What follows belongs to an exercise in optimizing a design on an open flow for small area, a short achievable clock period and few clock cycles; a production flow would make more cautious choices.
Where RTL was checked, it was by simulation tests only, not by an equivalence proof against the original.
For runs 6 and 7, only the layout was checked, not whether the RTL still works.
Power figures rest on the tool's default switching activity, not on a simulated workload.

$ cat flow/run.sh
#!/bin/bash
# synth_recipe.tcl (not shown) runs the flow's synth.tcl, then flattens the netlist and writes it again
# the make line also repeats each setting of config.mk as NAME=value (left out here)
make -C /OpenROAD-flow-scripts/flow DESIGN_CONFIG=/design/flow/config.mk WORK_HOME=/design/flow/orfs CLKGATE_MAP_FILE= SYNTH_SCRIPT=/design/flow/synth_recipe.tcl finish
$ cat flow/design.v
module MM(clk,i,j,reset,read,write,index,read_data,write_data,finish);
	input clk, reset;
	input [19:0] read_data;
	output [19:0] i, j;
	output read, write, index, finish;
	output [39:0] write_data;
	localparam S_SZ = 3'd0, S_RA = 3'd1, S_RB = 3'd2, S_W = 3'd3,
	           S_X = 3'd4, S_DR = 3'd5, S_FIN = 3'd6;
	reg [2:0] st, st_n;
	reg [2:0] k, k_n;           
	reg pend, pend_n;           
	reg [1:0] dcnt, dcnt_n;
	reg lastw, lastw_n;
	reg [19:0] row, row_n, col, col_n;    
	reg [19:0] mcm1, mcm1_n;
	reg [2:0] mbm1, mbm1_n;
	reg [19:0] ir, ir_n, jr, jr_n;
	reg rd, rd_n, wr, wr_n, idx, idx_n, fin, fin_n;
	wire col0 = (col == 20'd0);
	wire row0 = (row == 20'd0);
	wire [19:0] rowm1 = row - 20'd1;
	wire [19:0] colm1 = col - 20'd1;
	wire [19:0] nrow = col0 ? rowm1 : row;
	wire [19:0] ncol = col0 ? mcm1 : colm1;
	wire elast = row0 & col0;
	wire nlast = col0 ? ((row == 20'd1) & (mcm1 == 20'd0)) : (row0 & (col == 20'd1));
	wire [19:0] rd_dec = read_data - 20'd1;
	always @(*) begin
		st_n = st; k_n = k; pend_n = pend; dcnt_n = dcnt; lastw_n = lastw;
		row_n = row; col_n = col; mcm1_n = mcm1; mbm1_n = mbm1;
		ir_n = ir; jr_n = jr;
		rd_n = 1'b0; wr_n = 1'b0; idx_n = 1'b0; fin_n = 1'b0;
		case (st)
		S_SZ: begin
			rd_n = 1'b1; wr_n = 1'b1;
			case (ir[1:0])
			2'd0: begin row_n = rd_dec; ir_n = 20'd1; end
			2'd1: begin mbm1_n = rd_dec[2:0]; ir_n = 20'd2; end
			default: begin
				mcm1_n = rd_dec; col_n = rd_dec;
				st_n = S_RA; k_n = 3'd0; pend_n = 1'b0; lastw_n = 1'b0;
				ir_n = row; jr_n = 20'd0; wr_n = 1'b0;
			end
			endcase
		end
		S_RA: begin
			if (k == 3'd1 && pend) begin
				st_n = S_W; ir_n = row; jr_n = col; wr_n = 1'b1;
			end else begin
				st_n = S_RB; ir_n = {17'd0, k}; jr_n = pend ? ncol : col;
				rd_n = 1'b1; idx_n = 1'b1;
			end
		end
		S_RB: begin
			if (k != mbm1) begin
				st_n = S_RA; k_n = k + 3'd1;
				ir_n = pend ? nrow : row; jr_n = {17'd0, k + 3'd1}; rd_n = 1'b1;
			end else if (pend) begin
				st_n = S_W; ir_n = row; jr_n = col; wr_n = 1'b1;
			end else if (elast) begin
				st_n = S_DR; dcnt_n = 2'd2;
			end else if (mbm1 == 3'd0) begin
				st_n = S_X; pend_n = 1'b1;
			end else begin
				st_n = S_RA; k_n = 3'd0; pend_n = 1'b1;
				ir_n = nrow; jr_n = 20'd0; rd_n = 1'b1;
			end
		end
		S_X: begin
			st_n = S_RA; k_n = 3'd0; ir_n = nrow; jr_n = 20'd0; rd_n = 1'b1;
		end
		S_W: begin
			if (lastw) begin
				st_n = S_FIN;
			end else begin
				row_n = nrow; col_n = ncol; pend_n = 1'b0;
				if (mbm1 != 3'd0) begin
					st_n = S_RB; ir_n = 20'd1; jr_n = ncol; rd_n = 1'b1; idx_n = 1'b1;
				end else if (nlast) begin
					st_n = S_DR; dcnt_n = 2'd1;
				end else begin
					st_n = S_X; pend_n = 1'b1;
				end
			end
		end
		S_DR: begin
			if (dcnt == 2'd0) begin
				st_n = S_W; lastw_n = 1'b1; ir_n = row; jr_n = col; wr_n = 1'b1; fin_n = 1'b1;
			end else dcnt_n = dcnt - 2'd1;
		end
		default: begin
			st_n = S_FIN;
		end
		endcase
	end
	always @(posedge clk) begin
		if (reset) begin
			st <= S_SZ; ir <= 20'd0; rd <= 1'b1; wr <= 1'b1; idx <= 1'b0; fin <= 1'b0;
		end else begin
			st <= st_n; ir <= ir_n; rd <= rd_n; wr <= wr_n; idx <= idx_n; fin <= fin_n;
		end
		k <= k_n; pend <= pend_n; dcnt <= dcnt_n; lastw <= lastw_n;
		row <= row_n; col <= col_n; mcm1 <= mcm1_n; mbm1 <= mbm1_n;
		jr <= jr_n;
	end
	assign i = ir;
	assign j = jr;
	assign read = rd;
	assign write = wr;
	assign index = idx;
	assign finish = fin;
	reg [19:0] areg, breg;
	always @(posedge clk) begin
		if (st == S_RA) areg <= read_data;
		if (st == S_RB) breg <= read_data;
	end
	wire [10:0] y = (st == S_RB) ? {areg[9:0], 1'b0} : areg[19:9];
	reg [4:0] e_one, e_two, e_neg;
	integer m;
	always @(posedge clk) begin
		for (m = 0; m < 5; m = m + 1) begin
			e_neg[m] <= y[2*m+2];
			e_one[m] <= y[2*m+1] ^ y[2*m];
			e_two[m] <= (y[2*m+2] & ~y[2*m+1] & ~y[2*m]) | (~y[2*m+2] & y[2*m+1] & y[2*m]);
		end
	end
	wire [20:0] bx = {breg[19], breg};
	wire [20:0] b2 = {breg, 1'b0};
	reg [29:0] r0, r1, r2, r3, r4, r5;
	reg [20:0] pp;
	integer q;
	always @(*) begin
		r0 = 30'd0; r1 = 30'd0; r2 = 30'd0; r3 = 30'd0; r4 = 30'd0; r5 = 30'd0;
		for (q = 0; q < 5; q = q + 1) begin
			pp = ((bx & {21{e_one[q]}}) | (b2 & {21{e_two[q]}})) ^ {21{e_neg[q]}};
			case (q)
			0: r0 = {9'd0, ~pp[20], pp[19:0]};
			1: r1 = {7'd0, ~pp[20], pp[19:0], 1'b0, e_neg[0]};
			2: r2 = {5'd0, ~pp[20], pp[19:0], 1'b0, e_neg[1], 2'd0};
			3: r3 = {3'd0, ~pp[20], pp[19:0], 1'b0, e_neg[2], 4'd0};
			default: r4 = {1'd0, ~pp[20], pp[19:0], 1'b0, e_neg[3], 6'd0};
			endcase
		end
		r5 = {21'd0, e_neg[4], 8'd0};
	end
	wire [29:0] a1s = r0 ^ r1 ^ r2;
	wire [29:0] a1c = {((r0 & r1) | (r0 & r2) | (r1 & r2)), 1'b0};
	wire [29:0] b1s = r3 ^ r4 ^ r5;
	wire [29:0] b1c = {((r3 & r4) | (r3 & r5) | (r4 & r5)), 1'b0};
	wire [29:0] a2s = a1s ^ a1c ^ b1s;
	wire [29:0] a2c = {((a1s & a1c) | (a1s & b1s) | (a1c & b1s)), 1'b0};
	wire [29:0] a3s = a2s ^ a2c ^ b1c;
	wire [29:0] a3c = {((a2s & a2c) | (a2s & b1c) | (a2c & b1c)), 1'b0};
	reg [29:0] ps, pc;
	reg v_lo1, f_lo1, v_hi1, v_lo2, f_lo2, v_hi2;
	always @(posedge clk) begin
		ps <= a3s; pc <= a3c;
		v_lo1 <= (st == S_RB); f_lo1 <= (st == S_RB) && (k == 3'd0);
		v_hi1 <= v_lo1; v_lo2 <= v_lo1; f_lo2 <= f_lo1; v_hi2 <= v_hi1;
	end
	reg [39:0] init;
	always @(*) begin
		case (mbm1)
		3'd0: init = 40'd0 - 40'd1 * 40'd341 * 40'd1025 * 40'd1048576;
		3'd1: init = 40'd0 - 40'd2 * 40'd341 * 40'd1025 * 40'd1048576;
		3'd2: init = 40'd0 - 40'd3 * 40'd341 * 40'd1025 * 40'd1048576;
		3'd3: init = 40'd0 - 40'd4 * 40'd341 * 40'd1025 * 40'd1048576;
		3'd4: init = 40'd0 - 40'd5 * 40'd341 * 40'd1025 * 40'd1048576;
		3'd5: init = 40'd0 - 40'd6 * 40'd341 * 40'd1025 * 40'd1048576;
		3'd6: init = 40'd0 - 40'd7 * 40'd341 * 40'd1025 * 40'd1048576;
		default: init = 40'd0 - 40'd8 * 40'd341 * 40'd1025 * 40'd1048576;
		endcase
	end
	reg [39:0] acc;
	wire [39:0] accm = f_lo2 ? init : acc;
	wire [39:0] sm = ({40{v_lo2}} & {10'd0, ps}) | ({40{v_hi2}} & {ps, 10'd0});
	wire [39:0] cm = ({40{v_lo2}} & {10'd0, pc}) | ({40{v_hi2}} & {pc, 10'd0});
	wire [39:0] t3 = accm ^ sm ^ cm;
	wire [39:0] w3 = {((accm & sm) | (accm & cm) | (sm & cm)), 1'b0};
	always @(posedge clk) acc <= t3 + w3;
	assign write_data = acc;
endmodule
$ cat flow/config.mk
export PLATFORM = sky130hd
export DESIGN_NAME = MM
export DESIGN_NICKNAME = MM
export VERILOG_FILES = /design/flow/design.v
export SDC_FILE = /design/flow/constraint.sdc
export NUM_CORES = 4
export LEC_CHECK = 0
export ABC_CLOCK_PERIOD_IN_PS = 3000
export CAP_MARGIN = 20
export CORE_MARGIN = 2
export CORE_UTILIZATION = 40
export SETUP_SLACK_MARGIN = 5
export SLEW_MARGIN = 20
$ cat flow/constraint.sdc
create_clock -name core_clock -period 9.0 [get_ports {clk}]
set_input_delay 1.8000 -clock core_clock [delete_from_list [all_inputs] [get_ports {clk}]]
set_output_delay 1.8000 -clock core_clock [all_outputs]
set_load 0.01 [all_outputs]
==> results.yml, run 1 <==
layout:
  n_antenna_cell: 0
  fill_cells: 4216
  postLayoutCoreUtil_pct: 46.4
  areaGrowthSynthToFinish_pct: 15.4
  multi_input_area_um2: 10300
  final-seq-area_um2: 6730
  final_area_um2: 20400
  final_nets: 2050
  drive_gt1_share_pct: 5.98
power_and_ir_drop:
  powerDensity_nw_per_um2: 399
  internal-power_uw: 4690
  switching_power_uw: 3460
  pwr-share-comb_pct: 53.7
  cellLeakagePower_uw: 0.00784
  power_frac_clock_pct: 15.9
  vdd_ir_drop_max_mv: 0.248
  pwr-share-seq_pct: 30.4
  swShare_pct: 42.4
grt:
  grt_max_degree: 56
  gr-usage-met1_pct: 30.1
  grt_usage_pct: 21.4
  met2_usage_pct: 34.1
  grt_pass1_wl_mm: 78.6
  gr-total-overflow: 0
  antenna_found_initial: 0
  grt_pass1_vias: 13600
  grt.busiest_layer: "met2"
  use_met3_pct: 2.68
sta:
  rsz0062_at_grt: "true"
  slew_violations: 0
  clock.fmax_mhz: 258
  setup_ws_ns: 5.12
  period_share_pct: 43.1
  period_needed_ns: 3.88
  worstMarginPinSlew_ns: 0.924
  setup_viol: 0
  clock_skew_ns: 0.0311
  slew_headroom_pct: 38.2
  final-hold-violation-count: 0
  tns_ns: 0
detailed_routing:
  drt_iter0_markers: 1221
  vias_per_cell: 5.57
  routedWlPerCell_um: 20.3
  first_pass_iters: 5
  vias: 13700
  drtAntennaViolNets: 0
  wl_mm: 50.1
  drc: 0
clock_network:
  h-tree-depth: 1
  root_buffer: "clkbuf_16"
  ctsHoldBuffers: 0
  clk_pin_slew_ns: 0.06
  cts_sinks: 271
  clockBufferDepth: 3
  cts_tree: "done"
  numCtsBuffers: 30
  insertion_delay_ns: 0.59
setup_path:
  cp_slowest_cell: "edfxtp_1"
  crit_path_max_fanout: 7
  max_stage_delay_ns: 0.52
  cp-start-kind: "register"
  cp_data_required_time_ns: 9.48
  path_buf_inv: 1
  path_cells: "buf_4, or3_1, a31oi_1, fa_1, ha_4, and3_1, and3_1, nand4_1, a211o_1, a211o_1, o211ai_1, a21oi_1, xnor2_1"
  path_delay_family: "compound AO/OA/AOI/OAI gates"
  worstPathArrival_ns: 4.36
  critPathKind: "reg -> reg"
  end_kind: "register"
floorplanning:
  fp.dieH_um: 214
  row_count: 77
  core-area_um2: 43900
  initial_core_util_pct: 40.2
  die_x_um: 214
  die_area_um2: 45900
  io_pins: 106
yosys:
  avgSynthCellArea_um2: 9.78
  netlist-cell-type-count: 73
  ys_async_sr_fraction_pct: 0
  ys.flop_type: "dfxtp_1"
  synth_edf_count: 130
  netlist_area_um2: 17700
  synth-seq-area-share_pct: 38.0
  synth_seq_cells: 271
  synth_fp_nets: 2008
  syn_inst: 1808
  yosys_warnings: 1
status:
  status: "finished clean"
placement:
  placed_area_um2: 19200
  post-place-ws_ns: 4.60
  hpwl_mm: 37.8
  port_buffers: 105
  place_congestion: 0.874
hold_path:
  hp-class: "reg -> reg"
flow_run:
  cap_violations: 0
-- cell type report --
type,instances,area share (%)
clock inverter,22,1.36
sequential,271,33.0
clock buffer,34,3.75
inverter,72,1.33
multi-input combinational,1343,50.6
timing repair buffer,132,6.37
tap,592,3.63
-- power groups by stage --
stage          Clock [µW]  Combinational, µW  Sequential [µW]
2_1_floorplan           0               2920             2230
3_3_place_gp            0               4240             2490
3_5_place_dp            0               4340             2490
4_1_cts              1330               4360             2470
5_1_grt              1370               4960             2520
6_report             1300               4370             2480
-- flip-flops by register name, indices dropped and copies added (netlist names), 2 cells and up --
register  flops
acc          40
pc           25
col          20
mcm1         20
breg         20
e_two         5
mbm1          3
jr           20
e_one         5
k             3
e_neg         5
st            3
areg         20
dcnt          2
row          20
ps           29
ir           20
-- logic make-up (layout without fill, tap and decap cells) --
logic type	count (synthesis)	count (layout)	synth area share, %
simple gates	483	483	13.2
buf+inv	194	260	4.25
mux	14	14	0.814
compound gates	466	466	17.3
fa+ha+maj	178	178	16.4
flops	271	271	38.0
xor+xnor	202	202	10.0
-- path summary, 6_finish.rpt --
path            from      end  slack (ns)  cells past startpoint
max reg2reg  mbm1[0]  acc[39]        5.12                     13
min            f_lo1    f_lo2        0.32                      0
max          mbm1[0]  acc[39]        5.12                     13
min reg2reg    f_lo1    f_lo2        0.32                      0
-- stage by stage --
step	hold slack, ns	instances	power (µW)
floorplan	0.310	1808	5150
global placement	0.311	2400	6730
detailed placement	0.315	2402	6830
CTS	0.326	2461	8150
global route	0.330	2466	8850
finish	0.324	2466	8140
-- layout by cell type (no fill, tap or decap), types with 20 or more instances in the layout --
cell type / instances
a21o_1: 22
a21oi_1: 114
a22o_1: 31
a22oi_1: 100
and2_1: 27
buf_4: 20
clkbuf_16: 30
clkdlybuf4s50_1: 104
dfxtp_1: 140
edfxtp_1: 130
fa_1: 90
ha_1: 87
inv_1: 71
nand2_1: 128
nand3_1: 27
nor2_1: 147
nor3_1: 36
nor4_1: 20
o21ai_0: 93
xnor2_1: 151
xor2_1: 50
-- synth_stat cells, drive strengths merged, types with 4 or more instances --
cell type	number	area share [%]
xnor2	152	7.5
nor2	148	3.1
dfxtp	141	16
edfxtp	130	22
nand2	128	2.7
a21oi	118	3.3
clkbuf	106	2.3
a22oi	100	4.2
o21ai	98	2.8
fa	90	10
ha	88	6.2
inv	71	1.5
xor2	50	2.5
nor3	39	1.1
a22o	31	1.5
and2	28	0.99
nand3	28	0.79
nor4	24	1.0
a21o	23	0.98
or3	20	0.74
nor2b	19	0.67
a211oi	17	0.72
buf	16	0.47
and3	12	0.42
mux2i	11	0.62
nand4	11	0.42
o211ai	10	0.42
or4	9	0.42
a31oi	8	0.32
a311oi	7	0.35
o21bai	7	0.30
o21a	6	0.25
a221oi	5	0.25
o31ai	5	0.21
a2111oi	4	0.20
nor3b	4	0.17
or2	4	0.14
-- routing by layer --
metal / wire length, µm / share of wire [%]
met3: 2880 / 5.7
met4: 1830 / 3.6
met2: 22400 / 45
met5: 0 / 0
met1: 23000 / 46
-- what timing repair did --
| action | 4_1_cts | 5_1_grt |
|---|---|---|
| gates resized for setup | 7 | 17 |
| setup buffers | 3 | 4 |
| endpoints found under the setup margin | 25 | 14 |
| pin swaps | 1 | 2 |
Testbench counts, summed over its fixed seeds: cycles 19,549.
==> run 2: changes to the inputs <==
--- a/flow/config.mk
+++ b/flow/config.mk
@@ -5,7 +5,7 @@
 export SDC_FILE = /design/flow/constraint.sdc
 export NUM_CORES = 4
 export LEC_CHECK = 0
-export ABC_CLOCK_PERIOD_IN_PS = 3000
+export ABC_CLOCK_PERIOD_IN_PS = 2000
 export CAP_MARGIN = 20
 export CORE_MARGIN = 2
 export CORE_UTILIZATION = 40
==> results.yml, run 2 <==
floorplanning:
  io_pins: 106
  die_area_um2: 45900
  initial_core_util_pct: 40.2
  row_count: 77
  core-area_um2: 43900
  die_x_um: 214
  fp.dieH_um: 214
layout:
  top_regs: "acc: 40 flops, ps: 29 flops, pc: 25 flops"
  largest_reg_flops: 40
  top_register: "acc"
  areaGrowthSynthToFinish_pct: 15.4
  final_cell_mix: "151 x xnor2_1, 147 x nor2_1, 140 x dfxtp_1"
  layout_commonest_cell: "xnor2_1"
  n_antenna_cell: 0
  drive_gt1_share_pct: 5.98
  final_nets: 2050
grt:
  grt_max_degree: 56
  grt_pass1_vias: 13600
  grt_usage_pct: 21.4
  antenna_found_initial: 0
  grt_pass1_wl_mm: 78.6
  gr-total-overflow: 0
setup_path:
  max_stage_delay_ns: 0.52
  cp_slowest_cell: "edfxtp_1"
  crit_path_max_fanout: 7
  worstPathArrival_ns: 4.36
  cp-start-kind: "register"
  end_kind: "register"
  critPathKind: "reg -> reg"
  path_cells: "buf_4, or3_1, a31oi_1, fa_1, ha_4, and3_1, and3_1, nand4_1, a211o_1, a211o_1, o211ai_1, a21oi_1, xnor2_1"
  cp_data_required_time_ns: 9.48
detailed_routing:
  first_pass_iters: 5
  drtAntennaViolNets: 0
  vias: 13700
  drt_iter0_markers: 1221
  wl_mm: 50.1
  routedWlPerCell_um: 20.3
  drc: 0
  vias_per_cell: 5.57
sta:
  hold_slack_ns: 0.324
  clock.fmax_mhz: 258
  setup_viol: 0
  slew_violations: 0
  clock_skew_ns: 0.0311
  final-hold-violation-count: 0
  period_share_pct: 43.1
  period_needed_ns: 3.88
  rsz0062_at_grt: "true"
  worstMarginPinSlew_ns: 0.924
  slew_headroom_pct: 38.2
  tns_ns: 0
  setup_ws_ns: 5.12
yosys:
  yosysTopAreaCell: "edfxtp_1"
  ys.flop_type: "dfxtp_1"
  synth_common_cells: "152 x xnor2_1, 148 x nor2_1, 141 x dfxtp_1, 130 x edfxtp_1, 128 x nand2_1"
  netlist-cell-type-count: 73
  synth_most_common_cell: "xnor2_1"
  synth_top_area_share_pct: 22.1
  synth_seq_cells: 271
  synth_fp_nets: 2008
  netlist_area_um2: 17700
  synth_edf_count: 130
  avgSynthCellArea_um2: 9.78
  syn_inst: 1808
  synth-seq-area-share_pct: 38.0
  synth.area.top_cells: "edfxtp_1 22%, dfxtp_1 16%, fa_1 10%, xnor2_1 7.5%, ha_1 6.2%"
  ys_async_sr_fraction_pct: 0
  yosys_warnings: 1
clock_network:
  cts_sinks: 271
  insertion_delay_ns: 0.59
  cts_tree: "done"
  clockBufferDepth: 3
  clk_pin_slew_ns: 0.06
  root_buffer: "clkbuf_16"
  h-tree-depth: 1
  numCtsBuffers: 30
power_and_ir_drop:
  cellLeakagePower_uw: 0.00784
  powerDensity_nw_per_um2: 399
  vdd_ir_drop_max_mv: 0.248
placement:
  post-place-ws_ns: 4.60
  hpwl_mm: 37.8
  place_congestion: 0.874
  port_buffers: 105
status:
  status: "finished clean"
flow_run:
  cap_violations: 0
hold_path:
  hp-class: "reg -> reg"
[run 2: worst max-delay path, delay by kind of cell (launching register included)]
kind,cells,cell delay (ns)
flops,1,0.52
buf+inv,1,0.20
simple gates,4,0.94
xor+xnor,1,0.13
compound gates,5,1.15
fa+ha+maj,2,0.84
[run 2: layout make-up]
class | count | area, µm²
Timing Repair Buffer | 132 | 1300
Clock buffer | 34 | 766
Inverter | 72 | 270
Fill cell | 4216 | 23500
Clock inverter | 22 | 277
Multi-Input combinational cell | 1343 | 10300
Tap cell | 592 | 741
Sequential cell | 271 | 6730
[run 2: routing by layer]
metal  global-route usage [%]  share of wire [%]
met5                        0                  0
met4                     7.71                3.6
met3                     2.68                5.7
met2                     34.1                 45
met1                     30.1                 46
[run 2: repair_timing]
item                                    4_1_cts  5_1_grt
pin swaps                                     1        2
cloned                                        0        0
buffers inserted                              3        4
hold buffers                                  0        0
gates resized for setup                       7       17
endpoints found under the setup margin       25       14
[run 2: logic make-up (layout without fill, tap and decap cells)]
group	Yosys count	count (layout)	synth area share, %
flip-flops	271	271	38.0
AND/OR/NAND/NOR	483	483	13.2
AO/OA/AOI/OAI	466	466	17.3
XOR/XNOR	202	202	10.0
adder cells (fa/ha/maj)	178	178	16.4
multiplexers	14	14	0.814
buffers and inverters	194	260	4.25
[run 2: worst paths after layout]
kind              slack (ns)  cells past startpoint  startpoint  endpoint
hold reg to reg         0.32                      0       f_lo1     f_lo2
setup reg to reg        5.12                     13     mbm1[0]   acc[39]
setup / recovery        5.12                     13     mbm1[0]   acc[39]
hold / removal          0.32                      0       f_lo1     f_lo2
[run 2: power breakdown]
part	leakage, µW	internal (µW)	switching, µW	total, µW
Clock	0.000493	782	515	1300
Combinational	0.00495	1980	2380	4370
Sequential	0.00240	1920	555	2480
Total	0.00784	4690	3460	8140
[run 2: per-stage QoR]
step	std cells	power (µW)	instance area, µm²	utilization, %
2_1_floorplan	1808	5150	17700	-
3_3_place_gp	2400	6730	19200	43.6
3_5_place_dp	2402	6830	19200	43.7
4_1_cts	2461	8150	20300	46.2
5_1_grt	2466	8850	20400	46.4
6_report	2466	8140	20400	46.4
==> run 3: changes to the inputs <==
==> flow/flow/run.sh (new file) <==
#!/bin/bash
# Standard ORFS layout, with repair_timing aiming further below the clock period.
set -euo pipefail
bash standard.sh SETUP_SLACK_MARGIN=6.0 finish > standard_flow.log 2>&1
==> flow/standard.sh (new file) <==
#!/bin/bash
# synth_recipe.tcl (not shown) runs the flow's synth.tcl, then flattens the netlist and writes it again
# the make line also repeats each setting of config.mk as NAME=value (left out here)
make -C /OpenROAD-flow-scripts/flow DESIGN_CONFIG=/design/flow/config.mk WORK_HOME=/design/flow/orfs CLKGATE_MAP_FILE= SYNTH_SCRIPT=/design/flow/synth_recipe.tcl "${@:-finish}"
--- a/flow/config.mk
+++ b/flow/config.mk
@@ -5,7 +5,6 @@
 export SDC_FILE = /design/flow/constraint.sdc
 export NUM_CORES = 4
 export LEC_CHECK = 0
-export ABC_CLOCK_PERIOD_IN_PS = 2000
 export CAP_MARGIN = 20
 export CORE_MARGIN = 2
 export CORE_UTILIZATION = 40
removed: flow/run.sh
==> results.yml, run 3 <==
clock_network:
  clk_pin_slew_ns: 0.06
  insertion_delay_ns: 0.57
  h-tree-depth: 2
  cts_sinks: 271
  numCtsBuffers: 34
  root_buffer: "clkbuf_16"
  clockBufferDepth: 3
  cts_tree: "done"
floorplanning:
  die_area_um2: 45900
  io_pins: 106
  initial_core_util_pct: 40.2
  core-area_um2: 43900
  die_x_um: 214
  fp.dieH_um: 214
  row_count: 77
setup_path:
  cp-start-kind: "register"
  path_depth: 14
  cp_data_required_time_ns: 9.44
  end_kind: "register"
  reg2regPathDepth: 14
  worstPathArrival_ns: 4.05
  critPathKind: "reg -> reg"
  cp_slowest_cell: "edfxtp_1"
  crit_path_max_fanout: 5
  max_stage_delay_ns: 0.52
  path_cells: "inv_2, ha_4, mux2_4, fa_2, ha_4, buf_6, and3_4, and3_4, nand4_1, a211o_1, a211o_1, o211ai_1, a21oi_1, xnor2_1"
  path_buf_inv: 2
  path_delay_family: "adder cells"
grt:
  grt_usage_pct: 23.4
  antenna_found_initial: 0
  gr-total-overflow: 0
  grt_max_degree: 55
  grt_pass1_vias: 14600
  grt_pass1_wl_mm: 84.8
power_and_ir_drop:
  vdd_ir_drop_max_mv: 0.244
  cellLeakagePower_uw: 0.00902
  swShare_pct: 42.7
  switching_power_uw: 3800
  powerDensity_nw_per_um2: 385
  internal-power_uw: 5090
  pwr-share-comb_pct: 55.5
  pwr-share-seq_pct: 28.1
  power_frac_clock_pct: 16.4
yosys:
  avgSynthCellArea_um2: 9.78
  synth_common_cells: "152 x xnor2_1, 148 x nor2_1, 141 x dfxtp_1, 130 x edfxtp_1, 128 x nand2_1"
  synth_seq_cells: 271
  yosys_warnings: 1
  synth-seq-area-share_pct: 38.0
  synth_top_area_share_pct: 22.1
  ys.flop_type: "dfxtp_1"
  netlist_area_um2: 17700
  netlist-cell-type-count: 73
  yosysTopAreaCell: "edfxtp_1"
  ys_async_sr_fraction_pct: 0
  synth_most_common_cell: "xnor2_1"
  syn_inst: 1808
  synth_edf_count: 130
  synth_fp_nets: 2008
  synth.area.top_cells: "edfxtp_1 22%, dfxtp_1 16%, fa_1 10%, xnor2_1 7.5%, ha_1 6.2%"
layout:
  layout_commonest_cell: "xnor2_1"
  top_regs: "acc: 40 flops, ps: 29 flops, pc: 25 flops"
  drive_gt1_share_pct: 25.8
  n_antenna_cell: 0
  final_cell_mix: "143 x xnor2_1, 130 x edfxtp_1, 125 x nor2_1"
  fill_cells: 3938
  areaGrowthSynthToFinish_pct: 30.6
  largest_reg_flops: 40
  top_register: "acc"
  final_nets: 2177
detailed_routing:
  vias: 14700
  drtAntennaViolNets: 0
  routedWlPerCell_um: 21.5
  first_pass_iters: 6
  drt_iter0_markers: 1301
  drc: 0
  wl_mm: 55.8
  vias_per_cell: 5.65
flow_run:
  cap_violations: 0
placement:
  post-place-ws_ns: 4.93
  place_congestion: 0.887
  hpwl_mm: 37.8
  port_buffers: 105
sta:
  setup_ws_ns: 5.39
  period_needed_ns: 3.61
  tns_ns: 0
  period_share_pct: 40.1
  final-hold-violation-count: 0
  rsz0062_at_grt: "true"
  slew_violations: 0
  worstMarginPinSlew_ns: 1.05
  slew_headroom_pct: 29.8
  clock.fmax_mhz: 277
  clock_skew_ns: 0.0487
  setup_viol: 0
status:
  status: "finished clean"
hold_path:
  hp-class: "reg -> reg"
  min_path_cells: 0
==> run 3: layout make-up <==
| cell class | instances | area, µm² | area share (%) |
|---|---|---|---|
| Multi-Input combinational cell | 1350 | 11800 | 51.1 |
| Sequential cell | 271 | 6770 | 29.3 |
| Timing Repair Buffer | 248 | 2310 | 10.0 |
| Clock buffer | 45 | 956 | 4.14 |
| Tap cell | 592 | 741 | 3.21 |
| Inverter | 72 | 277 | 1.20 |
| Clock inverter | 15 | 245 | 1.06 |
==> run 3: power by group through the flow <==
stage          Sequential (µW)  Combinational, µW  Clock [µW]
6_report                  2500               4930        1460
5_1_grt                   2540               5540        1530
4_1_cts                   2470               4720        1480
3_5_place_dp              2500               4360           0
3_3_place_gp              2500               4280           0
2_1_floorplan             2230               3000           0
==> run 3: layer usage <==
metal	global-route usage [%]	wire, µm	vias up
met1	30.9	24200	7194
met3	3.84	3100	130
met5	0	0	-
met2	37.7	26100	537
li1	-	-	6801
met4	10.9	2440	0
==> run 3: worst register-to-register path: stages (launching register included) <==
cell	delay [ns]
edfxtp_1	0.52
inv_2	0.16
ha_4	0.21
mux2_4	0.26
fa_2	0.46
ha_4	0.30
buf_6	0.09
and3_4	0.18
and3_4	0.18
nand4_1	0.07
a211o_1	0.28
a211o_1	0.31
o211ai_1	0.21
a21oi_1	0.11
xnor2_1	0.13
==> run 3: final timing paths <==
kind | start | to | slack (ns)
setup / recovery | mbm1[0] | acc[39] | 5.39
hold / removal | f_lo1 | f_lo2 | 0.33
setup reg to reg | mbm1[0] | acc[39] | 5.39
hold reg to reg | f_lo1 | f_lo2 | 0.33
==> run 3: stage by stage <==
step                hold slack (ns)  power [µW]  cell area [µm²]  util (%)  cells
floorplan                     0.310        5230            18000         -   1808
global placement              0.311        6780            19400      44.1   2399
detailed placement            0.316        6860            19400      44.1   2400
CTS                           0.333        8670            22300      50.7   2552
global route                  0.339        9600            23100      52.6   2593
finish                        0.328        8890            23100      52.6   2593
==> run 3: cells by family (layout without fill, tap and decap cells) <==
kind of cell | Yosys count | in the layout | synth area share [%]
adder cells (fa/ha/maj) | 178 | 178 | 16.4
buffers and inverters | 194 | 380 | 4.25
XOR/XNOR | 202 | 202 | 10.0
AND/OR/NAND/NOR | 483 | 487 | 13.2
flip-flops | 271 | 271 | 38.0
multiplexers | 14 | 14 | 0.814
AO/OA/AOI/OAI | 466 | 469 | 17.3
==> run 3: what timing repair did <==
action	4_1_cts	5_1_grt
hold endpoints to repair	0	0
cloned	13	3
setup buffers	79	38
gates resized for setup	403	212
setup endpoints to repair	231	154
hold buffers	0	0
pin swaps	97	89
==> run 4: changes to the inputs <==
==> flow/flow/run.sh (replaced) <==
#!/bin/bash
# Standard ORFS layout, with repair_timing aiming further below the clock period.
set -euo pipefail
bash standard.sh SETUP_SLACK_MARGIN=5.6 finish > standard_flow.log 2>&1
==> results.yml, run 4 <==
yosys:
  synth-compound-area-share_pct: 17.3
  avgSynthCellArea_um2: 9.78
  synth_fp_nets: 2008
  ys_async_sr_fraction_pct: 0
  synth-adder-area-share_pct: 16.4
  ys.flop_type: "dfxtp_1"
  synth_mux_area_share_pct: 0.814
  synthSimpleGateAreaFrac_pct: 13.2
  netlist-cell-type-count: 73
  synth-xor-area-share_pct: 10.0
  netlist_area_um2: 17700
  synth-seq-area-share_pct: 38.0
  synth.area.top_cells: "edfxtp_1 22%, dfxtp_1 16%, fa_1 10%, xnor2_1 7.5%, ha_1 6.2%"
  synth_most_common_cell: "xnor2_1"
  synth_top_family_by_area: "compound AO/OA/AOI/OAI gates"
  yosysTopAreaCell: "edfxtp_1"
  synth_seq_cells: 271
  syn_inst: 1808
  synth_common_cells: "152 x xnor2_1, 148 x nor2_1, 141 x dfxtp_1, 130 x edfxtp_1, 128 x nand2_1"
  yosys_warnings: 1
  synth_top_area_share_pct: 22.1
  synth_edf_count: 130
floorplanning:
  initial_core_util_pct: 40.2
  die_x_um: 214
  die_area_um2: 45900
  io_pins: 106
  fp.dieH_um: 214
  row_count: 77
  core-area_um2: 43900
grt:
  grt_usage_pct: 21.8
  gr-total-overflow: 0
  grt_pass1_wl_mm: 79.7
  antenna_found_initial: 0
  grt_pass1_vias: 13900
  grt_max_degree: 55
clock_network:
  clockBufferDepth: 3
  insertion_delay_ns: 0.60
  cts_tree: "done"
  root_buffer: "clkbuf_16"
  clk_pin_slew_ns: 0.06
  cts_sinks: 271
  h-tree-depth: 1
  ctsHoldBuffers: 0
  numCtsBuffers: 31
placement:
  dp.cells: 2400
  port_buffers: 105
  hpwl_mm: 37.5
  place_congestion: 0.889
detailed_routing:
  routedWlPerCell_um: 20.5
  vias: 13900
  drc: 0
  drt_iter0_markers: 1056
  vias_per_cell: 5.59
  wl_mm: 50.9
  drtAntennaViolNets: 0
  first_pass_iters: 7
setup_path:
  crit_path_max_fanout: 3
  r2r_setup_slack_ns: 5.34
  max_stage_delay_ns: 0.50
  end_kind: "register"
  cp-start-kind: "register"
  worstPathArrival_ns: 4.15
  cp_slowest_cell: "edfxtp_1"
  cp_data_required_time_ns: 9.49
  critPathKind: "reg -> reg"
  path_cells: "buf_6, buf_6, or3_4, a31oi_4, fa_1, ha_4, and3_4, and3_4, nand4_1, a211o_1, a211o_1, o211ai_1, a21oi_1, xnor2_1"
layout:
  top_register: "acc"
  largest_reg_flops: 40
  final_cell_mix: "151 x xnor2_1, 144 x nor2_1, 135 x dfxtp_1"
  layout_commonest_cell: "xnor2_1"
  finalNonFillerCells: 2491
  n_antenna_cell: 0
  areaGrowthSynthToFinish_pct: 19.0
  top_regs: "acc: 40 flops, ps: 29 flops, pc: 25 flops"
  drive_gt1_share_pct: 10.6
  final_nets: 2075
sta:
  final-hold-violation-count: 0
  rsz0062_at_grt: "true"
  slew_headroom_pct: 30.9
  setup_viol: 0
  clock.fmax_mhz: 273
  period_share_pct: 40.6
  worstMarginPinSlew_ns: 1.03
  period_needed_ns: 3.66
  clock_skew_ns: 0.0279
  slew_violations: 0
  hold_slack_ns: 0.326
  tns_ns: 0
status:
  status: "finished clean"
flow_run:
  cap_violations: 0
power_and_ir_drop:
  vdd_ir_drop_max_mv: 0.232
  powerDensity_nw_per_um2: 394
  cellLeakagePower_uw: 0.00810
hold_path:
  hp-class: "reg -> reg"
## run 4: cell types whose count changed in the layout (fill, tap and decap cells not counted), moves of 23 or more
cell,before,now
clkdlybuf4s50_1,2,93
buf_4,105,40
clkdlybuf4s15_1,27,0
dfxtp_1,112,135
## run 4: layout make-up
cell class                      count  area [µm²]
Timing Repair Buffer              156        1570
Tap cell                          592         741
Clock inverter                     20         178
Fill cell                        4156       22900
Sequential cell                   271        6740
Inverter                           72         274
Clock buffer                       37         840
Multi-Input combinational cell   1343       10700
## run 4: logic make-up after synthesis
logic type / after synthesis
AO/OA/AOI/OAI: 466
XOR/XNOR: 202
adder cells (fa/ha/maj): 178
buffers and inverters: 194
flip-flops: 271
multiplexers: 14
AND/OR/NAND/NOR: 483
## run 4: metal layers
metal	share of wire (%)	vias to the layer above	global-route usage, %
met5	0	-	0
met4	3.8	0	8.61
met3	5.5	99	2.92
met2	45	452	34.6
met1	46	6771	30.2
li1	-	6592	-
## run 4: where the power goes
group          switching (µW)  internal (µW)
logic                    2460           2080
clock network             533            724
registers                 565           1920
total                    3560           4730
## run 4: stage by stage
stage          worst slack, ns  cell area, µm²  power (µW)  utilization (%)
2_1_floorplan             5.55           17800        5180                -
3_3_place_gp              4.89           19200        6760             43.7
3_5_place_dp              4.84           19200        6820             43.7
4_1_cts                   5.34           20700        8230             47.1
5_1_grt                   5.26           21000        8970             47.9
6_report                  5.34           21000        8290             47.9
## run 4: path summary, 6_finish.rpt
path	cells past startpoint	start	endpoint
setup / recovery	14	mbm1[0]	acc[39]
setup reg to reg	14	mbm1[0]	acc[39]
hold reg to reg	0	v_lo1	v_lo2
hold / removal	0	v_lo1	v_lo2
## run 4: what timing repair did
| action | in CTS | in global routing |
|---|---|---|
| gates cloned | 2 | 0 |
| buffers inserted | 16 | 15 |
| endpoints found under the setup margin | 85 | 57 |
| gates resized for setup | 68 | 58 |
| pin swaps | 17 | 24 |
## run 4: critical path, delay by kind of cell, from the launching register on
kind                       cells  cell delay, ns
buffers and inverters          2            0.28
DFF                            1            0.50
AOI/OAI and AO/OA              5            1.07
and+or+nand+nor                4            0.80
adders and majority gates      2            0.79
xor gates and xnor gates       1            0.12
==> run 5: changes to the inputs <==
==> flow/run.sh (new file) <==
#!/bin/bash
# synth_recipe.tcl (not shown) runs the flow's synth.tcl, then flattens the netlist and writes it again
# the make line also repeats each setting of config.mk as NAME=value (left out here)
make -C /OpenROAD-flow-scripts/flow DESIGN_CONFIG=/design/flow/config.mk WORK_HOME=/design/flow/orfs CLKGATE_MAP_FILE= SYNTH_SCRIPT=/design/flow/synth_recipe.tcl finish
--- a/flow/config.mk
+++ b/flow/config.mk
@@ -8,5 +8,4 @@
 export CAP_MARGIN = 20
 export CORE_MARGIN = 2
 export CORE_UTILIZATION = 40
-export SETUP_SLACK_MARGIN = 5
 export SLEW_MARGIN = 20
removed: flow/flow/run.sh
removed: flow/standard.sh
==> results.yml, run 5 <==
status:
  status: "finished clean"
clock_network:
  clk_pin_slew_ns: 0.06
  h-tree-depth: 1
  insertion_delay_ns: 0.59
  cts_sinks: 271
  cts_tree: "done"
  ctsHoldBuffers: 0
  ctsResizeCount: 0
  post_cts_buffers: 0
  root_buffer: "clkbuf_16"
  clockBufferDepth: 3
  numCtsBuffers: 30
setup_path:
  max_stage_delay_ns: 0.76
  rr_startpoint: "f_lo2"
  cp-start-kind: "register"
  path_buf_inv: 2
  path_delay_family: "compound AO/OA/AOI/OAI gates"
  cp_slowest_cell: "a211oi_1"
  cp_data_required_time_ns: 9.48
  r2r_setup_slack_ns: 4.59
  worstPathArrival_ns: 4.89
  crit_path_max_fanout: 41
  rr_endpoint: "acc[39]"
  end_kind: "register"
  reg2regPathDepth: 14
  critPathKind: "reg -> reg"
  path_cells: "buf_4, inv_1, a211oi_1, nor2_1, fa_1, ha_1, and3_1, and3_1, nand4_1, a211o_1, a211o_1, o211ai_1, a21oi_1, xnor2_1"
sta:
  clock_skew_ns: 0.0316
  slew_violations: 0
  rsz0062_at_grt: "false"
  tns_ns: 0
  worstMarginPinSlew_ns: 1.04
  setup_viol: 0
  period_needed_ns: 4.41
  clock.fmax_mhz: 227
  period_share_pct: 49.0
  slew_headroom_pct: 30.7
  final-hold-violation-count: 0
detailed_routing:
  drc: 0
  first_pass_iters: 5
  vias: 13700
  wl_mm: 49.8
  vias_per_cell: 5.56
  drtAntennaViolNets: 0
  routedWlPerCell_um: 20.3
  drt_iter0_markers: 1232
layout:
  final_area_um2: 20300
  largest_reg_flops: 40
  final_nets: 2043
  layout_commonest_cell: "xnor2_1"
  areaGrowthSynthToFinish_pct: 14.6
  postLayoutCoreUtil_pct: 46.1
  n_antenna_cell: 0
  fill_cells: 4219
  final_cell_mix: "152 x xnor2_1, 147 x nor2_1, 141 x dfxtp_1"
  top_register: "acc"
  drive_gt1_share_pct: 5.03
  top_regs: "acc: 40 flops, ps: 29 flops, pc: 25 flops"
yosys:
  synth_top_area_share_pct: 22.1
  synth_edf_count: 130
  synth_seq_cells: 271
  ys_async_sr_fraction_pct: 0
  synth_top_family_by_area: "compound AO/OA/AOI/OAI gates"
  netlist-cell-type-count: 73
  synth.area.top_cells: "edfxtp_1 22%, dfxtp_1 16%, fa_1 10%, xnor2_1 7.5%, ha_1 6.2%"
  synth_mux_area_share_pct: 0.814
  ys.flop_type: "dfxtp_1"
  synth_most_common_cell: "xnor2_1"
  synth-compound-area-share_pct: 17.3
  syn_inst: 1808
  netlist_area_um2: 17700
  yosysTopAreaCell: "edfxtp_1"
  synth_common_cells: "152 x xnor2_1, 148 x nor2_1, 141 x dfxtp_1, 130 x edfxtp_1, 128 x nand2_1"
  synth-seq-area-share_pct: 38.0
  synth-adder-area-share_pct: 16.4
  yosys_warnings: 1
  avgSynthCellArea_um2: 9.78
  synth_fp_nets: 2008
  synth-xor-area-share_pct: 10.0
  synthSimpleGateAreaFrac_pct: 13.2
power_and_ir_drop:
  vdd_ir_drop_max_mv: 0.254
  internal-power_uw: 4670
  pwr-share-comb_pct: 53.4
  pwr-share-seq_pct: 30.6
  cellLeakagePower_uw: 0.00778
  powerDensity_nw_per_um2: 400
  swShare_pct: 42.4
  switching_power_uw: 3430
  power_frac_clock_pct: 16.0
placement:
  port_buffers: 105
  placed_area_um2: 19200
  place_congestion: 0.874
  hpwl_mm: 37.8
floorplanning:
  initial_core_util_pct: 40.2
  die_x_um: 214
  core-area_um2: 43900
  io_pins: 106
  row_count: 77
  fp.dieH_um: 214
  die_area_um2: 45900
flow_run:
  cap_violations: 0
grt:
  grt_max_degree: 56
  gr-total-overflow: 0
  antenna_found_initial: 0
  grt_pass1_vias: 13600
  grt_pass1_wl_mm: 78.6
  grt_usage_pct: 21.4
hold_path:
  hp-class: "reg -> reg"
  whs_endpoint: "f_lo2"
  holdCritStartpoint: "f_lo1"
  min_path_cells: 0
## run 5: cell counts after synthesis
Identical to the previous run, type by type.
## run 5: worst register-to-register path: stages, from the launching register on
cell	delay (ns)
dfxtp_1	0.30
buf_4	0.36
inv_1	0.24
a211oi_1	0.76
nor2_1	0.14
fa_1	0.46
ha_1	0.44
and3_1	0.26
and3_1	0.20
nand4_1	0.10
a211o_1	0.28
a211o_1	0.32
o211ai_1	0.20
a21oi_1	0.11
xnor2_1	0.13
## run 5: worst max-delay path by stage
stage,startpoint,endpoint,slack [ns],depth (start not counted)
after floorplan,mbm1[2],acc[39],5.18,15
after global placement,f_lo2,acc[39],4.68,14
after detailed placement,f_lo2,acc[39],4.60,14
after CTS,f_lo2,acc[39],4.57,14
after global routing,f_lo2,acc[39],4.26,14
final,f_lo2,acc[39],4.59,14
## run 5: power groups by stage
stage / clock network [µW] / registers, µW / logic (µW)
4_1_cts: 1330 / 2470 / 4350
3_3_place_gp: 0 / 2490 / 4240
5_1_grt: 1370 / 2530 / 4920
6_report: 1300 / 2480 / 4330
3_5_place_dp: 0 / 2490 / 4340
2_1_floorplan: 0 / 2230 / 2920
## run 5: logic make-up after synthesis
group           after synthesis
compound gates              466
xor+xnor                    202
fa+ha+maj                   178
buf+inv                     194
flops                       271
mux                          14
simple gates                483
## run 5: through the flow
step                hold WS [ns]  setup WS, ns  cells  total power [µW]
detailed placement         0.315          4.60   2402              6830
global route               0.330          4.26   2459              8820
finish                     0.324          4.59   2459              8100
global placement           0.311          4.68   2400              6730
floorplan                  0.310          5.18   1808              5150
CTS                        0.326          4.57   2458              8140
## run 5: cell type report
type	count	area (µm²)	share of cell area, %
inverter	72	270	1.33
clock buffer	34	766	3.78
tap	592	741	3.66
sequential	271	6730	33.2
multi-input combinational	1343	10200	50.6
clock inverter	22	277	1.37
timing repair buffer	125	1230	6.06
## run 5: metal layers
layer  wire length [µm]  vias up  GRT usage (%)
met5                  0        -              0
met4               1720        0           7.69
met3               3090       99           2.62
met2              22400      459           34.0
met1              22600     6594           30.2
li1                   -     6510              -
==> run 6: changes to the inputs <==
--- a/flow/design.v
+++ b/flow/design.v
@@ -171,8 +171,10 @@
 		default: init = 40'd0 - 40'd8 * 40'd341 * 40'd1025 * 40'd1048576;
 		endcase
 	end
+	reg [19:0] initr;    
+	always @(posedge clk) initr <= init[39:20];
 	reg [39:0] acc;
-	wire [39:0] accm = f_lo2 ? init : acc;
+	wire [39:0] accm = f_lo2 ? {initr, 20'd0} : acc;
 	wire [39:0] sm = ({40{v_lo2}} & {10'd0, ps}) | ({40{v_hi2}} & {ps, 10'd0});
 	wire [39:0] cm = ({40{v_lo2}} & {10'd0, pc}) | ({40{v_hi2}} & {pc, 10'd0});
 	wire [39:0] t3 = accm ^ sm ^ cm;
==> flow/flow/run.sh (new file) <==
#!/bin/bash
# Standard ORFS layout, with repair_timing aiming further below the clock period.
set -euo pipefail
bash standard.sh SETUP_SLACK_MARGIN=6.0 finish > standard_flow.log 2>&1
==> flow/standard.sh (new file) <==
#!/bin/bash
# synth_recipe.tcl (not shown) runs the flow's synth.tcl, then flattens the netlist and writes it again
# the make line also repeats each setting of config.mk as NAME=value (left out here)
make -C /OpenROAD-flow-scripts/flow DESIGN_CONFIG=/design/flow/config.mk WORK_HOME=/design/flow/orfs CLKGATE_MAP_FILE= SYNTH_SCRIPT=/design/flow/synth_recipe.tcl "${@:-finish}"
--- a/flow/config.mk
+++ b/flow/config.mk
@@ -8,4 +8,5 @@
 export CAP_MARGIN = 20
 export CORE_MARGIN = 2
 export CORE_UTILIZATION = 40
+export SETUP_SLACK_MARGIN = 5
 export SLEW_MARGIN = 20
removed: flow/run.sh
==> results.yml, run 6 <==
layout:
  drive_gt1_share_pct: 26.2
  layout_commonest_cell: "xnor2_1"
  final_nets: 2194
  fill_cells: 3906
  final-seq-area_um2: 6920
  largest_reg_flops: 40
  final_area_um2: 22700
  areaGrowthSynthToFinish_pct: 27.4
  finalNonFillerCells: 2607
  top_register: "acc"
  n_antenna_cell: 0
  multi_input_area_um2: 11400
  final_cell_mix: "154 x xnor2_1, 143 x nand2_1, 130 x edfxtp_1"
  top_regs: "acc: 40 flops, ps: 29 flops, pc: 25 flops"
grt:
  grt_max_degree: 58
  grt_pass1_wl_mm: 81.2
  gr-total-overflow: 0
  antenna_found_initial: 0
  grt_usage_pct: 22.1
  grt_pass1_vias: 14100
setup_path:
  path_cells: "buf_6, clkbuf_16, and2_4, fa_1, ha_4, a21oi_4, o221ai_2, o21bai_4, a21oi_4, o21a_4, o21ai_4, a311o_1, buf_4, xor2_1"
  end_kind: "register"
  path_buf_inv: 3
  reg2regPathDepth: 14
  r2r_setup_slack_ns: 5.65
  rr_startpoint: "v_lo2"
  cp-start-kind: "register"
  path_delay_family: "compound AO/OA/AOI/OAI gates"
  max_stage_delay_ns: 0.56
  cp_data_required_time_ns: 9.46
  rr_endpoint: "acc[26]"
  cp_common_cell: "a21oi_4"
  crit_path_max_fanout: 7
  cp_slowest_cell: "fa_1"
  critPathKind: "reg -> reg"
  worstPathArrival_ns: 3.80
detailed_routing:
  first_pass_iters: 5
  drt_iter0_markers: 1213
  drtAntennaViolNets: 0
  wl_mm: 53.6
  vias_per_cell: 5.61
  drc: 0
  routedWlPerCell_um: 20.6
  vias: 14600
sta:
  period_needed_ns: 3.35
  worstMarginPinSlew_ns: 1.31
  clock.fmax_mhz: 299
  slew_violations: 0
  setup_viol: 0
  tns_ns: 0
  clock_skew_ns: 0.0429
  rsz0062_at_grt: "true"
  setup_ws_ns: 5.65
  period_share_pct: 37.2
  slew_headroom_pct: 12.6
  final-hold-violation-count: 0
clock_network:
  root_buffer: "clkbuf_16"
  cts_sinks: 277
  insertion_delay_ns: 0.61
  clk_pin_slew_ns: 0.07
  h-tree-depth: 1
  cts_tree: "done"
  clockBufferDepth: 3
  ctsHoldBuffers: 0
  numCtsBuffers: 30
placement:
  hpwl_mm: 36.2
  placed_area_um2: 19500
  port_buffers: 105
  dp.cells: 2429
  place_congestion: 0.860
  post-place-ws_ns: 4.53
yosys:
  yosysTopAreaCell: "edfxtp_1"
  yosys_warnings: 1
  syn_inst: 1835
  synth_most_common_cell: "xnor2_1"
  ys_async_sr_fraction_pct: 0
  synth_common_cells: "155 x xnor2_1, 154 x nand2_1, 147 x dfxtp_1, 142 x a21oi_1, 132 x a22oi_1"
  ys.flop_type: "dfxtp_1"
  netlist_area_um2: 17800
  avgSynthCellArea_um2: 9.70
  netlist-cell-type-count: 76
  synth_seq_cells: 277
  synth_edf_count: 130
  synth.area.top_cells: "edfxtp_1 22%, dfxtp_1 17%, fa_1 10%, xnor2_1 7.6%, ha_1 6.3%"
  synth_top_area_share_pct: 21.9
  synth-seq-area-share_pct: 38.5
  synth_fp_nets: 2036
flow_run:
  cap_violations: 0
hold_path:
  min_path_cells: 0
  whs_endpoint: "f_lo2"
  holdCritStartpoint: "f_lo1"
  hp-class: "reg -> reg"
status:
  status: "finished clean"
power_and_ir_drop:
  total_power_uw: 9140
  switching_power_uw: 4040
  pwr-share-seq_pct: 29.1
  internal-power_uw: 5100
  vdd_ir_drop_max_mv: 0.245
  power_frac_clock_pct: 13.5
  pwr-share-comb_pct: 57.3
  powerDensity_nw_per_um2: 403
  swShare_pct: 44.2
  cellLeakagePower_uw: 0.00888
floorplanning:
  row_count: 77
  initial_core_util_pct: 40.4
  fp.dieH_um: 215
  io_pins: 106
  core-area_um2: 44000
  die_area_um2: 46200
  die_x_um: 215
## run 6: worst max-delay path by stage
stage / from / to / cells after the start
after CTS: f_lo2 / acc[34] / 14
after global routing: f_lo2 / acc[39] / 16
after global placement: read_data[2] / col[16] / 10
after floorplan: read_data[2] / row[17] / 8
final: v_lo2 / acc[26] / 14
after detailed placement: read_data[2] / col[16] / 10
## run 6: logic make-up after synthesis
| kind of cell | count (synthesis) | share of synthesized area (%) |
|---|---|---|
| AO/OA/AOI/OAI | 471 | 16.9 |
| AND/OR/NAND/NOR | 460 | 12.4 |
| flip-flops | 277 | 38.5 |
| buffers and inverters | 235 | 5.23 |
| XOR/XNOR | 197 | 9.70 |
| adder cells (fa/ha/maj) | 179 | 16.4 |
| multiplexers | 16 | 0.914 |
## run 6: layout make-up
type | instances | share of cell area (%)
Clock buffer | 32 | 3.39
Sequential cell | 277 | 30.5
Inverter | 119 | 2.05
Timing Repair Buffer | 232 | 9.44
Timing Repair inverter | 3 | 0.0994
Multi-Input combinational cell | 1330 | 50.3
Clock inverter | 22 | 0.960
Tap cell | 592 | 3.27
## run 6: metrics by stage
step	hold slack, ns	utilization, %
after detailed placement	0.313	44.4
after global placement	0.310	44.4
after CTS	0.326	48.7
after floorplan	0.310	-
after global routing	0.341	51.5
final	0.324	51.5
## run 6: power groups by stage
stage	sequential (µW)	combinational (µW)	clock (µW)
3_5_place_dp	2670	4840	0
4_1_cts	2630	4990	1260
5_1_grt	2720	5790	1310
6_report	2660	5240	1240
3_3_place_gp	2670	4670	0
2_1_floorplan	2370	3230	0
## run 6: repair_timing
| action | in CTS | in global routing |
|---|---|---|
| gates cloned | 9 | 6 |
| pin swaps | 35 | 88 |
| setup buffers | 51 | 58 |
| gates resized for setup | 431 | 183 |
| endpoints found under the setup margin | 236 | 135 |
## run 6: metal layers
layer | part of all wire [%] | GRT usage (%)
met1 | 46 | 32.2
met2 | 45 | 34.6
met3 | 6.2 | 2.42
met4 | 2.8 | 6.37
met5 | 0 | 0
==> run 7: changes to the inputs <==
--- a/flow/design.v
+++ b/flow/design.v
@@ -171,14 +171,31 @@
 		default: init = 40'd0 - 40'd8 * 40'd341 * 40'd1025 * 40'd1048576;
 		endcase
 	end
-	reg [19:0] initr;    
-	always @(posedge clk) initr <= init[39:20];
 	reg [39:0] acc;
-	wire [39:0] accm = f_lo2 ? {initr, 20'd0} : acc;
+	wire [39:0] accm = f_lo2 ? init : acc;
 	wire [39:0] sm = ({40{v_lo2}} & {10'd0, ps}) | ({40{v_hi2}} & {ps, 10'd0});
 	wire [39:0] cm = ({40{v_lo2}} & {10'd0, pc}) | ({40{v_hi2}} & {pc, 10'd0});
 	wire [39:0] t3 = accm ^ sm ^ cm;
 	wire [39:0] w3 = {((accm & sm) | (accm & cm) | (sm & cm)), 1'b0};
-	always @(posedge clk) acc <= t3 + w3;
+	wire [39:0] g0 = t3 & w3;
+	wire [39:0] p0 = t3 ^ w3;
+	reg [39:0] gg, pp2, gn, pn;
+	integer s, b;
+	always @(*) begin
+		gg = g0; pp2 = p0;
+		for (s = 1; s < 40; s = s * 2) begin
+			for (b = 0; b < 40; b = b + 1) begin
+				if (b >= s) begin
+					gn[b] = gg[b] | (pp2[b] & gg[b-s]);
+					pn[b] = pp2[b] & pp2[b-s];
+				end else begin
+					gn[b] = gg[b];
+					pn[b] = pp2[b];
+				end
+			end
+			gg = gn; pp2 = pn;
+		end
+	end
+	always @(posedge clk) acc <= p0 ^ {gg[38:0], 1'b0};
 	assign write_data = acc;
 endmodule
==> results.yml, run 7 <==
sta:
  rsz0062_at_grt: "true"
  final-hold-violation-count: 0
  hold_slack_ns: 0.327
  slew_violations: 0
  period_needed_ns: 3.77
  period_share_pct: 41.9
  clock_skew_ns: 0.0225
  setup_viol: 0
  slew_headroom_pct: 34.7
  tns_ns: 0
  clock.fmax_mhz: 265
  worstMarginPinSlew_ns: 0.976
floorplanning:
  initial_core_util_pct: 40.5
  fp.dieH_um: 213
  io_pins: 106
  die_x_um: 213
  row_count: 76
  die_area_um2: 45200
  core-area_um2: 43000
setup_path:
  max_stage_delay_ns: 0.44
  end_kind: "register"
  reg2regPathDepth: 15
  cp_slowest_cell: "fa_1"
  cp_common_cell: "and3_1"
  worstPathArrival_ns: 4.27
  path_cells: "buf_6, xnor2_4, o21ai_2, or2_4, o21a_1, fa_1, ha_1, and3_1, and3_1, a21oi_1, o31ai_4, a21o_1, a31o_2, a21oi_2, xnor2_1"
  crit_path_max_fanout: 6
  critPathKind: "reg -> reg"
  cp-start-kind: "register"
  cp_data_required_time_ns: 9.50
yosys:
  synthSimpleGateAreaFrac_pct: 13.2
  synth_most_common_cell: "dfxtp_1"
  synth_fp_nets: 1940
  yosysTopAreaCell: "edfxtp_1"
  ys.flop_type: "dfxtp_1"
  synth-compound-area-share_pct: 16.9
  netlist-cell-type-count: 74
  avgSynthCellArea_um2: 10.0
  synth_top_area_share_pct: 22.4
  synth_seq_cells: 271
  synth_mux_area_share_pct: 0.769
  synth_edf_count: 130
  synth.area.top_cells: "edfxtp_1 22%, dfxtp_1 16%, fa_1 10%, xnor2_1 7.0%, ha_1 6.3%"
  synth_top_family_by_area: "compound AO/OA/AOI/OAI gates"
  synth-seq-area-share_pct: 38.6
  synth_common_cells: "141 x dfxtp_1, 139 x xnor2_1, 130 x edfxtp_1, 121 x nor2_1, 106 x nand2_1"
  ys_async_sr_fraction_pct: 0
  netlist_area_um2: 17400
  syn_inst: 1741
  yosys_warnings: 1
  synth-xor-area-share_pct: 9.86
  synth-adder-area-share_pct: 16.6
placement:
  hpwl_mm: 35.1
  port_buffers: 105
  place_congestion: 0.887
  placed_area_um2: 19200
  dp.cells: 2332
layout:
  top_register: "acc"
  drive_gt1_share_pct: 25.1
  areaGrowthSynthToFinish_pct: 26.7
  final_nets: 2094
  largest_reg_flops: 40
  top_regs: "acc: 40 flops, ps: 29 flops, pc: 25 flops"
  layout_commonest_cell: "xnor2_1"
  final_area_um2: 22100
  final_cell_mix: "136 x xnor2_1, 130 x edfxtp_1, 113 x dfxtp_1"
  postLayoutCoreUtil_pct: 51.3
  finalNonFillerCells: 2503
  n_antenna_cell: 0
clock_network:
  root_buffer: "clkbuf_16"
  clk_pin_slew_ns: 0.06
  h-tree-depth: 1
  numCtsBuffers: 29
  ctsHoldBuffers: 0
  insertion_delay_ns: 0.59
  clockBufferDepth: 3
  cts_tree: "done"
  cts_sinks: 271
status:
  status: "finished clean"
grt:
  grt_usage_pct: 22.5
  grt_max_degree: 60
  grt_pass1_vias: 13800
  grt_pass1_wl_mm: 79.1
  gr-total-overflow: 0
  antenna_found_initial: 0
hold_path:
  hp-class: "reg -> reg"
  min_path_cells: 0
power_and_ir_drop:
  powerDensity_nw_per_um2: 373
  vdd_ir_drop_max_mv: 0.220
  cellLeakagePower_uw: 0.00865
detailed_routing:
  drc: 0
  wl_mm: 52.4
  routedWlPerCell_um: 21.0
  drt_iter0_markers: 1067
  vias: 14000
  drtAntennaViolNets: 0
  vias_per_cell: 5.59
  first_pass_iters: 5
flow_run:
  cap_violations: 0
run 7: changes by cell type in the layout (fill, tap and decap cells not counted), moves of 13 or more:
cell	before	now
xnor2_1	154	136
a21oi_1	123	78
a22oi_2	20	4
xor2_1	34	50
nand2_1	143	97
and2_1	13	33
dfxtp_2	45	21
clkdlybuf4s15_2	38	22
clkbuf_2	6	27
inv_1	109	64
dfxtp_1	97	113
a22oi_1	112	96
buf_2	37	24
a22o_1	3	31
run 7: area by class of cell:
type | instances | area [µm²]
tap | 585 | 732
fill | 3899 | 20900
clock buffer | 41 | 812
clock inverter | 13 | 124
timing repair inverter | 1 | 5.00
sequential | 271 | 6780
multi-input combinational | 1290 | 11300
timing repair buffer | 232 | 2080
inverter | 70 | 279
run 7: kinds of logic (layout without fill, tap and decap cells):
logic type / count (synthesis) / count (layout)
flip-flops: 271 / 271
adder cells (fa/ha/maj): 177 / 177
multiplexers: 13 / 13
AND/OR/NAND/NOR: 456 / 457
AO/OA/AOI/OAI: 445 / 447
XOR/XNOR: 196 / 196
buffers and inverters: 183 / 357
run 7: critical path, delay by kind of cell, from the launching register on:
family	cells	cell delay (ns)
fa+ha+maj	2	0.83
xor+xnor	2	0.30
flops	1	0.40
buf+inv	1	0.16
simple gates	3	0.70
compound gates	7	1.30
run 7: routing by layer:
| metal | up-vias | share of wire, % | track usage (%) | routed length (µm) |
|---|---|---|---|---|
| li1 | 6545 | - | - | - |
| met1 | 6883 | 45 | 31.2 | 23500 |
| met2 | 464 | 46 | 36.2 | 24400 |
| met3 | 94 | 5.6 | 3.38 | 2950 |
| met4 | 0 | 3.1 | 6.75 | 1610 |
| met5 | - | 0 | 0 | 0 |
run 7: metrics by stage:
step,worst slack (ns),total power (µW)
after global routing,5.10,8880
after global placement,4.53,6640
after floorplan,5.21,5130
after CTS,5.20,8050
after detailed placement,4.45,6720
final,5.23,8220
run 7: path summary, 6_finish.rpt:
check	start	to	slack (ns)
setup / recovery	mbm1[2]	acc[39]	5.23
hold / removal	f_lo1	f_lo2	0.33
setup reg to reg	mbm1[2]	acc[39]	5.23
hold reg to reg	f_lo1	f_lo2	0.33
run 7: what timing repair did:
item                       in CTS  in global routing
setup endpoints to repair     229                186
buffers inserted               63                 42
resized for setup             388                175
cloned                          8                  4
pin swaps                      44                 73
run 7: report_power, final:
part / switching [µW] / internal (µW)
registers: 544 / 1940
clock network: 521 / 664
logic: 2480 / 2070

[re-timing with driven ports]
Ports are ideal in the flow. The routed layouts listed here were re-timed in OpenROAD.
Step 1, drivers: a clkbuf_16 drives clk and a buf_2 each remaining input, both assumed.
Step 2 moves the port delays by t, midway between the first and last clock arrival at a register: inputs arrive t later, outputs are due t later. That takes back most of the time a late clock gives input paths.
Slacks: ideal ports / drivers / drivers and shift; pairs: ideal ports / drivers.
| run | shift t [ns] | setup slack, ns | latest minus earliest clock arrival (ns) | worst slew at a driven data input, ns | cell pins on the clock port's net |
|---|---|---|---|---|---|
| run 1 | 0.635 | 5.120 / 5.120 / 4.629 | 0.034 / 0.035 | 0.04 | 1 |
| run 2 | 0.635 | 5.120 / 5.120 / 4.629 | 0.034 / 0.035 | 0.04 | 1 |
| run 3 | 0.605 | 5.389 / 5.389 / 5.389 | 0.049 / 0.049 | 0.06 | 1 |
| run 4 | 0.651 | 5.343 / 5.343 / 5.122 | 0.029 / 0.030 | 0.04 | 1 |
| run 5 | 0.635 | 4.588 / 4.588 / 4.588 | 0.036 / 0.035 | 0.05 | 1 |
| run 6 | 0.650 | 5.653 / 5.653 / 5.141 | 0.043 / 0.042 | 0.05 | 1 |
| run 7 | 0.635 | 5.231 / 5.231 / 4.827 | 0.024 / 0.023 | 0.07 | 1 |
After both steps setup and hold are still met in every run listed. For run 6, which loses most, drivers alone change the setup slack by 0.000 ns; drivers and shift together by -0.512 ns.
